What follows belongs to an exercise in optimizing a design on an open flow for small area and a short achievable clock period; a production flow would make more cautious choices. No run shown here included a check of the RTL's function; only the layout flow was run.

==> flow/design.v (outline; a module is shown in full before it is edited, if it fits) <==
// module hb_filter: 1735 lines
module hb_filter(input logic clk,
                 input logic reset_n,
                 input logic signed [15:0] x_in,
                 output logic signed [15:0] y_out);
  // ...
==> flow/flow/run.sh <==
#!/bin/bash
# Standard layout; synthesis skips Yosys's early "abc -fast" so that the full-adder
# trees written in the RTL reach extract_fa unchanged; repair aims at a large setup margin.
set -euo pipefail
bash standard.sh SYNTH_ARGS=-noabc SETUP_SLACK_MARGIN=12 CTS_CLUSTER_SIZE=30 CTS_CLUSTER_DIAMETER=100 finish > standard.log 2>&1
==> flow/standard.sh <==
#!/bin/bash
# synth_recipe.tcl (not shown) runs the flow's synth.tcl, then flattens the netlist and writes it again
# the make line also repeats each setting of config.mk as NAME=value (left out here)
make -C /OpenROAD-flow-scripts/flow DESIGN_CONFIG=/design/flow/config.mk WORK_HOME=/design/flow/orfs CLKGATE_MAP_FILE= SYNTH_SCRIPT=/design/flow/synth_recipe.tcl "${@:-finish}"
==> flow/config.mk <==
export PLATFORM = sky130hd
export DESIGN_NAME = hb_filter
export DESIGN_NICKNAME = hb_filter
export VERILOG_FILES = /design/flow/design.v
export SDC_FILE = /design/flow/constraint.sdc
export NUM_CORES = 4
export LEC_CHECK = 0
export CAP_MARGIN = 20
export CORE_MARGIN = 2
export CORE_UTILIZATION = 40
export SLEW_MARGIN = 20
==> flow/constraint.sdc <==
create_clock -name core_clock -period 16.0 [get_ports {clk}]
set_input_delay 3.2000 -clock core_clock [delete_from_list [all_inputs] [get_ports {clk}]]
set_output_delay 3.2000 -clock core_clock [all_outputs]
set_load 0.01 [all_outputs]
==> results.yml, run 1 <==
critical_path:
  cp_data_arrival_time_ns: 1.15
  worstPathCellList: "buf_6"
  crit_type: "flip-flop to primary output"
  endpoint_kind: "primary output"
  crit_family: "flip-flops"
  reg2regPathDepth: 14
  critPathLaunchType: "flip-flop"
placed_design:
  dp_slack_ns: 9.54
  dpl.cell_count: 3264
  dp_hpwl_um: 62200
grt:
  grt_max_degree: 103
  overflow: 0
  met2_usage_pct: 31.1
min_path:
  holdPathEnd: "taps[16][1]$_DFF_PN0_"
  hp-class: "flip-flop to flip-flop"
layout:
  sh_seq_area_pct: 41.5
  final_core_util_pct: 45.0
  dominant_cells: "multi-input combinational cells"
  multi_input_gates: 1253
  postLayoutCellArea_mm2: 0.0355
  final-clk-cell-share_pct: 2.37
cts:
  cts_hold_buf: 0
  cts_setup_buffers: 28
  clockRootBuffer: "clkbuf_16"
  cts_buffer_depth: 3
synthesis:
  synth-main-ff-cell: "dfrtp_1"
  yosys.area_share.simple_pct: 2.86
  yosysSeqAreaShare_pct: 45.6
  syn_nets: 2893
floorplan:
  fp-row-count: 103
  io_pins: 34
timing:
  tightest_slew_ns: 0.651
  whs_ns: 0.334
  fin_skew_ns: 0.0443
  final.setup.tns_ns: 0
  setup_viol: 0
outcome:
  status: "finished clean"
route:
  drt_iter0_markers: 1085
  dr_wl_met3_um: 3600
==> run 2: changes to the inputs <==
==> flow/flow/run.sh (replaced) <==
#!/bin/bash
# Standard layout; synthesis skips Yosys's early "abc -fast" so that the full-adder
# trees written in the RTL reach extract_fa unchanged; repair aims at a large setup margin.
set -euo pipefail
bash standard.sh SYNTH_ARGS=-noabc SETUP_SLACK_MARGIN=12 CTS_CLUSTER_SIZE=20 CTS_CLUSTER_DIAMETER=80 finish > standard.log 2>&1
==> results.yml, run 2 <==
critical_path:
  cp_data_arrival_time_ns: 1.11
  critPathMaxStageDelay_ns: 0.40
  crit_type: "flip-flop to primary output"
  cp_slowest_cell: "dfrtp_1"
  critPathLaunchType: "flip-flop"
  critical_path.max_fanout: 1
  crit_family: "flip-flops"
  path_buf_inv: 1
  worstPathCellList: "buf_6"
  endpoint_kind: "primary output"
  required_ns: 12.80
timing:
  rsz0062_at_grt: "true"
  fin_skew_ns: 0.0489
  fin_ws_ns: 11.69
  timing.fmax_ghz: 0.232
  setup_viol: 0
  tightest_slew_ns: 0.657
  period_needed_ns: 4.31
  final.setup.tns_ns: 0
  slew_violations: 0
  hold_viol_final: 0
  relSlewSlack_pct: 56.2
  timing.final.crit_share_pct: 27.0
layout:
  nNetsFinal: 3035
  largest_reg_flops: 400
  final_common_cell: "fa_1"
  most-common-layout-cells: "462 x fa_1, 434 x dfrtp_1, 313 x inv_1"
  largestRegisters: "taps x400, w4 x20, w35 x19"
  postLayoutCellArea_mm2: 0.0358
  regMostFlops: "taps"
  layout.cells.non_filler: 3399
  area_growth_pct: 12.8
  drive_gt1_share_pct: 14.8
  fillers: 6930
synthesis:
  synth-main-ff-cell: "dfrtp_1"
  synth_top_area_share_pct: 35.3
  ys_ff_latch: 602
  synth_area_mm2: 0.0318
  yosys-top-cells-count: "500 x fa_1, 448 x dfrtp_1, 322 x inv_1"
  ys_warn_count: 2
  synth_cells: 2177
  synth.most_common_cell: "fa_1"
  async_flop_share_pct: 79.4
  yosysSeqAreaShare_pct: 45.6
  ys_types: 59
  yosysTopAreaCell: "dfrtp_1"
  synth_edf_count: 0
  syn_nets: 2893
  syn_avg_cell_area_um2: 14.6
  synth_area_leaders: "dfrtp_1 35%, fa_1 31%, dfxtp_1 7.8%"
route:
  drc_errors: 0
  drt_iter0_markers: 1152
  dr_wl_met3_um: 3720
  m1WireLength_um: 36400
  routedWlPerCell_um: 22.9
  totalWireLength_um: 77900
  ant_nets: 0
  dr.pass1.iters: 5
  top_layer_used: "met4"
  vias: 16624
  wl_met2_um: 35400
  vias_per_cell: 4.89
floorplan:
  io_pins: 34
  design.die.area_mm2: 0.0817
  dieHeight_um: 286
  initial_core_util_pct: 40.3
  fp-row-count: 103
  die_w_um: 286
  core_mm2: 0.0789
grt:
  antenna_found_initial: 6
  grt_usage_pct: 19.9
  grt_max_degree: 103
  overflow: 0
  first_global_vias: 18628
  grt_pass1_wl_um: 119000
cts:
  clock_sinks: 602
  worst_skew_pair.late_latency_ns: 0.62
  clockRootBuffer: "clkbuf_16"
  cts_tree: "yes"
  cts_buffer_depth: 3
  cts_hold_buf: 0
  clkTransAtPathRegs_ns: 0.09
  htree_levels: 2
  cts_buffers: 38
placed_design:
  dpl.cell_count: 3264
  port_buffers: 33
  place_area_mm2: 0.0335
  dp_hpwl_um: 62200
  gp_congestion: 0.939
  dp_slack_ns: 9.54
outcome:
  status: "finished clean"
flow_run:
  max_cap_violations: 0
min_path:
  hp-class: "flip-flop to flip-flop"
## run 2: cell counts after synthesis
Identical to the previous run, type by type.
## run 2: worst reg2reg max path, cell delays in order, from the launching register on
cell and delay, ns:
dfstp_2 0.55, ha_4 0.20, fa_1 0.53, fa_1 0.45, fa_1 0.54, ha_4 0.31
nand2_2 0.04, o211ai_1 0.16, buf_4 0.18, nor3_4 0.04, a211oi_4 0.23, buf_6 0.17
a41oi_4 0.16, a21oi_4 0.27, and4_1 0.24, nor3_2 0.05
## run 2: path summary, 6_finish.rpt
path	from	end	slack (ns)	cells past startpoint
setup reg to reg	r0_18_0$_DFF_PN1_	y_out[15]$_DFF_PN0_	11.75	15
setup / recovery	y_out[11]$_DFF_PN0_	y_out[11]	11.69	1
min in group asynchronous	reset_n	taps[16][1]$_DFF_PN0_	2.54	1
hold / removal	taps[7][8]$_DFF_PN0_	taps[8][8]$_DFF_PN0_	0.32	0
hold reg to reg	taps[7][8]$_DFF_PN0_	taps[8][8]$_DFF_PN0_	0.32	0
max in group asynchronous	reset_n	taps[11][13]$_DFF_PN0_	12.25	4
## run 2: timing repair
| item | in CTS | in global routing |
|---|---|---|
| hold endpoints to repair | 0 | 0 |
| gates resized for setup | 237 | 71 |
| setup buffers | 26 | 36 |
| endpoints found under the setup margin | 283 | 184 |
| pin swaps | 34 | 37 |
| cloned | 2 | 1 |
## run 2: stage by stage
step / util (%) / hold WS, ns
4_1_cts: 44.7 / 0.328
3_3_place_gp: 42.4 / 0.330
5_1_grt: 45.4 / 0.343
3_5_place_dp: 42.4 / 0.333
2_1_floorplan: - / 0.317
6_report: 45.4 / 0.322
## run 2: cells by family (layout without fill, tap and decap cells)
group	Yosys count	count (layout)	share of synthesized area (%)
adders and majority gates	698	698	39.3
buffers and inverters	322	492	3.80
and+or+nand+nor	180	180	2.86
xor gates and xnor gates	110	110	3.03
AOI/OAI and AO/OA	264	264	5.41
other	0	2	0
muxes	1	1	0.0354
DFF	602	602	45.6
## run 2: layer usage
| metal | vias to the layer above | track usage [%] |
|---|---|---|
| met1 | 8890 | 29.2 |
| li1 | 7226 | - |
| met4 | 0 | 5.38 |
| met3 | 106 | 2.85 |
| met5 | - | 0 |
| met2 | 402 | 31.3 |
## run 2: final cells by class
type                       instances  area, µm²  area share [%]
clock buffer                      60       1050            2.94
timing repair buffer             102       1000            2.80
multi-input combinational       1253      16400            45.8
clock inverter                     8        125           0.349
antenna                            2       5.00          0.0140
sequential                       602      14700            41.0
tap                             1050       1310            3.67
inverter                         322       1210            3.37

[static timing again, ports no longer ideal]
The flow's constraints put no driver on any port. The routed layouts listed below were extracted and timed again, unchanged, in two steps.
Step 1, drivers: a clkbuf_16 drives clk and a buf_2 each remaining input, both assumed.
Step 2 moves the port delays by t, midway between the first and last clock arrival at a register: inputs arrive t later, outputs are due t later. That takes back most of the time a late clock gives input paths.
a / b / c = ideal / step 1 / step 2; a / b = the first two.
run | t (ns) | slack for setup (ns) | hold slack, ns | worst setup path after step 2
run 1 | 0.672 | 11.653 / 11.589 / 11.564 | 0.334 / 0.334 / 0.334 | input, reset recovery
run 2 | 0.653 | 11.685 / 11.623 / 11.551 | 0.322 / 0.322 / 0.322 | input, reset recovery
After both steps every run listed still meets setup and hold. For run 2, which loses most, drivers alone change the setup slack by -0.062 ns; drivers and shift together by -0.134 ns. The worst setup slack also covers recovery checks on asynchronous resets.
